Source: an optimization exercise on an open RTL-to-GDS flow (aim: small area). Production flows keep margins and buffers that such runs may drop.
Function was checked by simulation only, so behaviour that the tests miss may differ from the original.
Power and IR drop assume default switching activity.

Setup of before:
==> flow/design.v (excerpt) <==
module top#(
parameter p_clkfreq = 100_000_000,
parameter p_sclkfreq = 1_000_000,
parameter p_cpol = 0,
parameter p_cpha = 0,
parameter p_readfreq = 2,
parameter p_baudrate = 115_200,
parameter p_stopbit	= 2    
)(
input   clk,		
input   rst,
input miso_i, 	
output mosi_o, 	
output sclk_o, 	
output cs_o, 	
output  tx		  
);
Size: ~230 cells after synthesis, about 7 I/O pins.
Settings: LEC_CHECK=0, CAP_MARGIN=20, CORE_MARGIN=2, CORE_UTILIZATION=40, SLEW_MARGIN=20; clock period 10.0 ns.
standard.sh (not shown) runs the stock make flow with config.mk's settings and CLKGATE_MAP_FILE= SYNTH_SCRIPT=/design/flow/synth_recipe.tcl, a recipe that flattens the netlist after the stock synthesis.
==> flow/flow/run.sh <==
#!/bin/bash
# Standard layout, except that the combinational logic of the standard
# synthesis is re-mapped by Yosys/ABC's default area-oriented mapping.
# Registers (names, count, cell types) are kept exactly as the standard
# synthesis made them. Each tool writes its own log in this folder.
set -euo pipefail
LIB=$FLOW_HOME/platforms/sky130hd/lib/sky130_fd_sc_hd__tt_025C_1v80.lib
R=orfs/results/$FLOW_PLATFORM/top/base

bash standard.sh ABC_AREA=1 synth > synth.log 2>&1
cp $R/1_2_yosys.v std_synth.v

python3 flow/comblib.py $LIB comb.lib > comblib.log 2>&1
cat > remap.ys <<EOS
read_liberty -ignore_miss_func comb.lib
read_liberty -lib -ignore_redef $LIB
read_verilog -defer std_synth.v
hierarchy -top $FLOW_TOP
flatten
opt -purge
abc -liberty $LIB -dont_use sky130_fd_sc_hd__lpflow_* -dont_use sky130_fd_sc_hd__probe*
read_liberty -lib -ignore_redef $LIB
opt_clean -purge
splitnets
opt_clean -purge
hilomap -singleton -hicell sky130_fd_sc_hd__conb_1 HI -locell sky130_fd_sc_hd__conb_1 LO
insbuf -buf sky130_fd_sc_hd__buf_4 A X
check -assert -mapped
stat -liberty $LIB
write_verilog -noattr -nohex -nodec remapped.v
EOS
yosys -s remap.ys > remap.log 2>&1
cp remapped.v $R/1_2_yosys.v
rm -f $R/1_synth.odb $R/1_synth.sdc
bash standard.sh finish > layout.log 2>&1
==> flow/flow/comblib.py <==
# writes a liberty holding only the combinational cells of the input liberty
import re,sys
src=open(sys.argv[1]).read()
out=[]; i=src.find('cell (')
head=src[:i]
pos=i; cells=[]
while True:
    j=src.find('cell (',pos)
    if j<0: break
    # find matching brace
    k=src.find('{',j); depth=1; m=k+1
    while depth:
        c=src[m]
        if c=='{': depth+=1
        elif c=='}': depth-=1
        m+=1
    block=src[j:m]
    if not re.search(r'\b(ff|latch|statetable)\s*\(',block):
        cells.append(block)
    pos=m
open(sys.argv[2],'w').write(head+'\n'.join(cells)+'\n}\n')
print(len(cells))
The final layout from before, which completed every stage, passed the timing, DRC and antenna checks at the end of the flow.
Modified inputs, after compared to before
- an added ABC_AREA of 1
==> flow/run.sh (new file) <==
#!/bin/bash
# synth_recipe.tcl (not shown) runs the flow's synth.tcl, then flattens the netlist and writes it again
# the make line also repeats each setting of config.mk as NAME=value (left out here)
make -C /OpenROAD-flow-scripts/flow DESIGN_CONFIG=/design/flow/config.mk WORK_HOME=/design/flow/orfs CLKGATE_MAP_FILE= SYNTH_SCRIPT=/design/flow/synth_recipe.tcl finish
removed: flow/flow/run.sh
removed: flow/flow/comblib.py
removed: flow/standard.sh
## What came out
The worst hold slack on before is in line with that on after.
before fits on a die that is smaller than the die of after.
Compare before and after | critical path depth lower: before
Changes observed in after relative to before: share of the final layout cell area in multi-input gates climbed 5.9 points; per-cell via count in the routed design dropped about 11%; final critical delay including setup and external delays dropped 0.38 ns; clock input transition at the sequential cells of the worst setup and hold paths barely changed.
Largest fanout on the critical path in after is 2 below before.

---

== job 1483 ==
Another version of the RTL of top (not shown whole).
For scale: about 240 cells after synthesis, about 0.0024 mm² of cells after synthesis.
clock: 10.0 ns
lec_check: 0
abc_area: 1
cap_margin: 20
core_margin: 2
core_utilization: 40
cts_buf_list: sky130_fd_sc_hd__clkbuf_8
cts_cluster_diameter: 200
cts_cluster_size: 40
slew_margin: 20
==> flow/flow/run.sh <==
#!/bin/bash
# Standard layout, except that the combinational logic of the standard
# synthesis is re-mapped by Yosys/ABC's default area-oriented mapping.
# Registers (names, count, cell types) are kept exactly as the standard
# synthesis made them. Each tool writes its own log in this folder.
set -euo pipefail
LIB=$FLOW_HOME/platforms/sky130hd/lib/sky130_fd_sc_hd__tt_025C_1v80.lib
R=orfs/results/$FLOW_PLATFORM/top/base

bash standard.sh synth > synth.log 2>&1
cp $R/1_2_yosys.v std_synth.v

python3 flow/comblib.py $LIB comb.lib > comblib.log 2>&1
cat > remap.ys <<EOS
read_liberty -ignore_miss_func comb.lib
read_liberty -lib -ignore_redef $LIB
read_verilog -defer std_synth.v
hierarchy -top $FLOW_TOP
flatten
opt -purge
abc -liberty $LIB -dont_use sky130_fd_sc_hd__lpflow_* -dont_use sky130_fd_sc_hd__probe*
read_liberty -lib -ignore_redef $LIB
opt_clean -purge
splitnets
opt_clean -purge
hilomap -singleton -hicell sky130_fd_sc_hd__conb_1 HI -locell sky130_fd_sc_hd__conb_1 LO
insbuf -buf sky130_fd_sc_hd__buf_4 A X
check -assert -mapped
stat -liberty $LIB
write_verilog -noattr -nohex -nodec remapped.v
EOS
yosys -s remap.ys > remap.log 2>&1
cp remapped.v $R/1_2_yosys.v
rm -f $R/1_synth.odb $R/1_synth.sdc
bash standard.sh finish > layout.log 2>&1
==> flow/flow/comblib.py <==
# writes a liberty holding only the combinational cells of the input liberty
import re,sys
src=open(sys.argv[1]).read()
out=[]; i=src.find('cell (')
head=src[:i]
pos=i; cells=[]
while True:
    j=src.find('cell (',pos)
    if j<0: break
    # find matching brace
    k=src.find('{',j); depth=1; m=k+1
    while depth:
        c=src[m]
        if c=='{': depth+=1
        elif c=='}': depth-=1
        m+=1
    block=src[j:m]
    if not re.search(r'\b(ff|latch|statetable)\s*\(',block):
        cells.append(block)
    pos=m
open(sys.argv[2],'w').write(head+'\n'.join(cells)+'\n}\n')
print(len(cells))
For job 927, these inputs were changed with respect to job 1483:
diff --git a/flow/config.mk b/flow/config.mk
--- a/flow/config.mk
+++ b/flow/config.mk
@@ -11,5 +11,2 @@
 export CORE_UTILIZATION = 40
-export CTS_BUF_LIST = sky130_fd_sc_hd__clkbuf_8
-export CTS_CLUSTER_DIAMETER = 200
-export CTS_CLUSTER_SIZE = 40
 export SLEW_MARGIN = 20
==> notes.md <==
Status: wire length of the first global-routing pass parity (job 927, job 1483). Reported for job 927 and job 1483, sequential share of layout area turned out identical to the last digit. Sort job 927 and job 1483 by clock tree buffer count of the final layout, ascending, and job 1483 comes first. Job 927 and job 1483 ended up with roughly the same fmax. Largest stage delay on the critical path: job 927 vs job 1483 — no meaningful difference. Between job 927 and job 1483, the difference in clock power is negligible.
Here is what was changed in the inputs of job 4761 compared with job 927.
diff --git a/flow/config.mk b/flow/config.mk
--- a/flow/config.mk
+++ b/flow/config.mk
@@ -11,2 +11,5 @@
 export CORE_UTILIZATION = 40
+export CTS_BUF_LIST = sky130_fd_sc_hd__clkbuf_16
+export CTS_CLUSTER_DIAMETER = 500
+export CTS_CLUSTER_SIZE = 100
 export SLEW_MARGIN = 20
==> notes.md <==
Going from job 927 to job 4761, share of the core filled with cells in the final layout rose 1.8 points; cell internal power dissipation rose 20%; final-layout worst hold slack fell 3.8 ps; minimum clock period after layout fell 24 ps; design area rose 100 µm². Compared job 4761 vs job 927, and final routed wire length divided by cell count is up in job 4761. Between job 927 and job 4761, the worst setup skew after layout does not differ in any meaningful way. As far as sequential cell count goes, job 927 and job 4761 are indistinguishable; the numbers are identical. Job 4761 and job 927 ended up with roughly the same via count.
Changes in job 8613 relative to job 4761:
==> flow/run.sh (new file) <==
#!/bin/bash
# synth_recipe.tcl (not shown) runs the flow's synth.tcl, then flattens the netlist and writes it again
# the make line also repeats each setting of config.mk as NAME=value (left out here)
make -C /OpenROAD-flow-scripts/flow DESIGN_CONFIG=/design/flow/config.mk WORK_HOME=/design/flow/orfs CLKGATE_MAP_FILE= SYNTH_SCRIPT=/design/flow/synth_recipe.tcl finish
diff --git a/flow/config.mk b/flow/config.mk
--- a/flow/config.mk
+++ b/flow/config.mk
@@ -11,5 +11,2 @@
 export CORE_UTILIZATION = 40
-export CTS_BUF_LIST = sky130_fd_sc_hd__clkbuf_16
-export CTS_CLUSTER_DIAMETER = 500
-export CTS_CLUSTER_SIZE = 100
 export SLEW_MARGIN = 20
removed: flow/flow/run.sh
removed: flow/flow/comblib.py
removed: flow/standard.sh
Notes after the runs:
- Result for job 4761 and job 8613: all clean
- Routed length on met2 grows by more than 10% when moving from job 4761 to job 8613.
- Compared with job 4761, job 8613 shows a higher standard cell area after detailed placement.
- Per the comparison of job 8613 with job 4761, initial core utilization down 1.2 points; worst-margin pin slew down 520 ps; die boundary height up about 7%.
- Diff job 4761 -> job 8613: buffers plus inverters on the worst setup path climbed 2, width of the die increased by 5.8 µm relative to the old numbers.
- Summary — setup slack, job 8613 relative to job 4761: higher, by 380 ps.
- Re total power: job 4761 and job 8613 aren't equal, and the lower value belongs to job 8613.
- Job 4761 → job 8613: wire length of the first global-routing pass rose by 1400 µm; global-route usage fell by 0.67 points.

==> static timing again, ports no longer ideal <==
The flow's constraints put no driver on any port. The routed layouts listed below were extracted and timed again, unchanged, in two steps.
Step 1 sets driving cells, clkbuf_16 on the clock port and buf_2 on the other inputs (assumed; they add their load-dependent delay and slew).
Step 2 moves the port delays by t, midway between the first and last clock arrival at a register: inputs arrive t later, outputs are due t later. That takes back most of the time a late clock gives input paths.
a / b / c = ideal ports / drivers / drivers and shift; a / b = the first two.
run	t, ns	setup WS [ns]	worst data-port slew with drivers (ns)
before	0.381	5.433 / 5.402 / 5.783	0.03
after	0.363	5.809 / 5.780 / 6.143	0.03
job 1483	0.374	5.192 / 5.165 / 5.539	0.03
job 927	0.374	5.192 / 5.164 / 5.538	0.03
job 4761	0.361	5.216 / 5.183 / 5.544	0.03
job 8613	0.366	5.599 / 5.571 / 5.937	0.03
After both steps setup and hold are still met in every run listed.
